Context: an optimization exercise on an open-source flow, tuned for small area. The choices shown serve that exercise and are no tape-out recipe.
The RTL was checked by simulation tests, not by an equivalence proof against the original design.
Power and IR drop assume default switching activity.

Design MusicBox, start of the top module:
module MusicBox(clk,rst,out,debug,control);
input  clk,rst;
input  [7:0] control;
output out;
output [7:0] debug;
reg out;
reg [3:0]  clk_dur;
reg [2:0]  clk_tune;
reg [14:0] cnt;
reg [6:0]  pos;
reg [12:0] tune;
function [2:0] inc3;
  input [2:0] x;
  integer i;
  reg c;
  begin
    c = 1'b1;
    for (i = 0; i < 3; i = i + 1) begin
      inc3[i] = x[i] ^ c;
      c = c & x[i];
    end
  end
endfunction
function [3:0] inc4;
  input [3:0] x;
  integer i;
  reg c;
  begin
    c = 1'b1;
    for (i = 0; i < 4; i = i + 1) begin
      inc4[i] = x[i] ^ c;
      c = c & x[i];
    end
  end
endfunction
function [6:0] inc7;
  input [6:0] x;
  integer i;
  reg c;
  begin
    c = 1'b1;
    for (i = 0; i < 7; i = i + 1) begin
      inc7[i] = x[i] ^ c;
      c = c & x[i];
    end
  end
endfunction
function [14:0] inc15;
  input [14:0] x;
  integer i;
  reg c;
  begin
    c = 1'b1;
    for (i = 0; i < 15; i = i + 1) begin
      inc15[i] = x[i] ^ c;
      c = c & x[i];
    end
  end
endfunction
function [12:0] inc13;
  input [12:0] x;
  integer i;
  reg c;
  begin
    c = 1'b1;
    for (i = 0; i < 13; i = i + 1) begin
      inc13[i] = x[i] ^ c;
      c = c & x[i];
    end
  end
endfunction
function [1:0] inc2;
  input [1:0] x;
  inc2 = {x[1] ^ x[0], ~x[0]};
endfunction
reg [3:0] ti;
always @(*)
  case (pos)
      7'd0: ti = 4'd1;
      7'd1: ti = 4'd2;
      7'd2: ti = 4'd3;
      7'd3: ti = 4'd0;
      7'd4: ti = 4'd3;
      7'd5: ti = 4'd0;
      7'd6: ti = 4'd3;
      7'd7: ti = 4'd4;
      7'd8: ti = 4'd5;
      7'd9: ti = 4'd0;
      7'd10: ti = 4'd5;
      7'd11: ti = 4'd0;
      7'd12: ti = 4'd5;
      7'd13: ti = 4'd6;
  ...
Settings: LEC_CHECK=0, CAP_MARGIN=20, CORE_MARGIN=2, CORE_UTILIZATION=40, SLEW_MARGIN=20; clock period 10.0 ns.
standard.sh (not shown) runs the stock make flow with config.mk's settings and CLKGATE_MAP_FILE= SYNTH_SCRIPT=/design/flow/synth_recipe.tcl, a recipe that flattens the netlist after the stock synthesis.
==> flow/flow/run.sh <==
#!/bin/bash
# Own layout flow: the standard flow (standard.sh) with three changes:
#  - synthesis maps logic with an area-oriented ABC script (flow/synth.tcl, flow/area.abc);
#  - port buffers use the smallest buffer cell;
#  - the clock tree uses small clock buffers and no dummy loads.
set -euo pipefail
W=$(pwd)
sed "s#SYNTH_SCRIPT=[^ ]*#SYNTH_SCRIPT=$W/flow/synth.tcl#" standard.sh > own_standard.sh
bash own_standard.sh \
  "BUFFER_PORTS_ARGS=-buffer_cell sky130_fd_sc_hd__buf_1" \
  "CTS_ARGS=-sink_clustering_enable -repair_clock_nets -dont_use_dummy_load -root_buf sky130_fd_sc_hd__clkbuf_16 -buf_list sky130_fd_sc_hd__clkbuf_16 -sink_clustering_size 64 -sink_clustering_max_diameter 400 -sink_clustering_levels 1" \
  finish > own_flow.log 2>&1
==> flow/flow/area.abc <==
strash
&get -n
&fraig -x
&put
scorr
dc2
strash
&get -n
&dch -f
&nf -R 1000
&put
==> flow/flow/synth.tcl <==
# The standard synthesis (synth_recipe.tcl), except for the technology mapping:
# no half/full adder extraction, and ABC maps with the area-oriented script area.abc.
set own_dir [file dirname [file normalize [info script]]]
proc synth {args} { yosys synth -nofsm -noshare {*}$args }
proc abc {args} {
  set i [lsearch -exact $args -script]
  if {$i >= 0} { lset args [expr {$i + 1}] [file join $::own_dir area.abc] }
  yosys abc {*}$args
}
set ::env(ADDER_MAP_FILE) ""
source $::env(SCRIPTS_DIR)/synth.tcl
# left out here: clear keep_hierarchy, flatten, clean up, hide names made inside functions, write 1_2_yosys.v
The starting point finished with timing, DRC and antenna clean.
Rerun with:
==> flow/run.sh (new file) <==
#!/bin/bash
# synth_recipe.tcl (not shown) runs the flow's synth.tcl, then flattens the netlist and writes it again
# the make line also repeats each setting of config.mk as NAME=value (left out here)
make -C /OpenROAD-flow-scripts/flow DESIGN_CONFIG=/design/flow/config.mk WORK_HOME=/design/flow/orfs CLKGATE_MAP_FILE= SYNTH_SCRIPT=/design/flow/synth_recipe.tcl finish
removed: flow/flow/run.sh
removed: flow/flow/area.abc
removed: flow/flow/synth.tcl
removed: flow/standard.sh
After rerunning: Non-clock buffer count does not change. Via count rose by 28%. Final area rose by 39%. Setup slack is worse by 0.97 ns. Power rose by 44%. Combinational power rose to 3.5 times its value. Sequential power rose by 16%.
Rerun with:
==> flow/flow/run.sh (new file) <==
#!/bin/bash
# Own layout flow: the standard flow (standard.sh) with three changes:
#  - synthesis maps logic with an area-oriented ABC script (flow/synth.tcl, flow/area.abc);
#  - port buffers use the smallest buffer cell;
#  - the clock tree uses small clock buffers and no dummy loads.
set -euo pipefail
W=$(pwd)
sed "s#SYNTH_SCRIPT=[^ ]*#SYNTH_SCRIPT=$W/flow/synth.tcl#" standard.sh > own_standard.sh
bash own_standard.sh \
  "BUFFER_PORTS_ARGS=-buffer_cell sky130_fd_sc_hd__buf_1" \
  "CTS_ARGS=-sink_clustering_enable -repair_clock_nets -dont_use_dummy_load -buf_list sky130_fd_sc_hd__clkbuf_4" \
  finish > own_flow.log 2>&1
==> flow/flow/area.abc (new file) <==
strash
&get -n
&fraig -x
&put
scorr
dc2
strash
&get -n
&dch -f
&nf -R 1000
&put
==> flow/flow/synth.tcl (new file) <==
# The standard synthesis (synth_recipe.tcl), except for the technology mapping:
# no half/full adder extraction, and ABC maps with the area-oriented script area.abc.
set own_dir [file dirname [file normalize [info script]]]
proc synth {args} { yosys synth -nofsm -noshare {*}$args }
proc abc {args} {
  set i [lsearch -exact $args -script]
  if {$i >= 0} { lset args [expr {$i + 1}] [file join $::own_dir area.abc] }
  yosys abc {*}$args
}
set ::env(ADDER_MAP_FILE) ""
source $::env(SCRIPTS_DIR)/synth.tcl
# left out here: clear keep_hierarchy, flatten, clean up, hide names made inside functions, write 1_2_yosys.v
==> flow/standard.sh (new file) <==
#!/bin/bash
# synth_recipe.tcl (not shown) runs the flow's synth.tcl, then flattens the netlist and writes it again
# the make line also repeats each setting of config.mk as NAME=value (left out here)
make -C /OpenROAD-flow-scripts/flow DESIGN_CONFIG=/design/flow/config.mk WORK_HOME=/design/flow/orfs CLKGATE_MAP_FILE= SYNTH_SCRIPT=/design/flow/synth_recipe.tcl "${@:-finish}"
removed: flow/run.sh
Result: Setup slack improves by 0.91 ns; die area drops by a quarter to a third; power is lower by well over a third; wire length went down by a quarter to a third; final area falls by a quarter to a third; non-clock buffer count stays the same; synthesized cell count shrinks by a quarter to a third.
Rerun with:
- CORE_UTILIZATION: 40 -> 75
After rerunning: The new run finished with timing, DRC and antenna clean. Sequential share of layout area grows by 0.88 points. Wire length goes down by 4.1%. Synthesized area does not change. Via count went up by 0.88%. Clock-buffer cell count is unchanged. Worst setup slack loses 0.019 ns.

==> what the ideal ports hide <==
The flow's constraints put no driver on any port. The routed layouts listed below were extracted and timed again, unchanged, in two steps.
Step 1 (the two cells are an assumption about what drives the block):
set clk [get_ports {clk}]
set_driving_cell -lib_cell sky130_fd_sc_hd__clkbuf_16 $clk
set_driving_cell -lib_cell sky130_fd_sc_hd__buf_2 [delete_from_list [all_inputs] $clk]
Step 2 also shifts input and output timing later by t, the mid clock arrival at the registers, as if the neighbouring blocks saw the same clock.
a / b / c = no drivers / after step 1 / after step 2; a / b = the first two.
run | shift t [ns] | slack for setup (ns) | hold WS [ns] | worst slew at a driven data input, ns
the first run | 0.308 | 4.973 / 4.966 / 4.670 | 0.447 / 0.447 / 0.447 | 0.03
the second run | 0.323 | 4.000 / 3.970 / 4.293 | 0.441 / 0.441 / 0.441 | 0.04
the third run | 0.366 | 4.913 / 4.886 / 4.682 | 0.456 / 0.456 / 0.456 | 0.03
the fourth run | 0.363 | 4.894 / 4.871 / 4.661 | 0.474 / 0.474 / 0.474 | 0.03
After both steps every run listed still meets setup and hold. The setup slack of the first run, which loses most, moves by -0.007 ns with the drivers and by -0.303 ns with both steps.
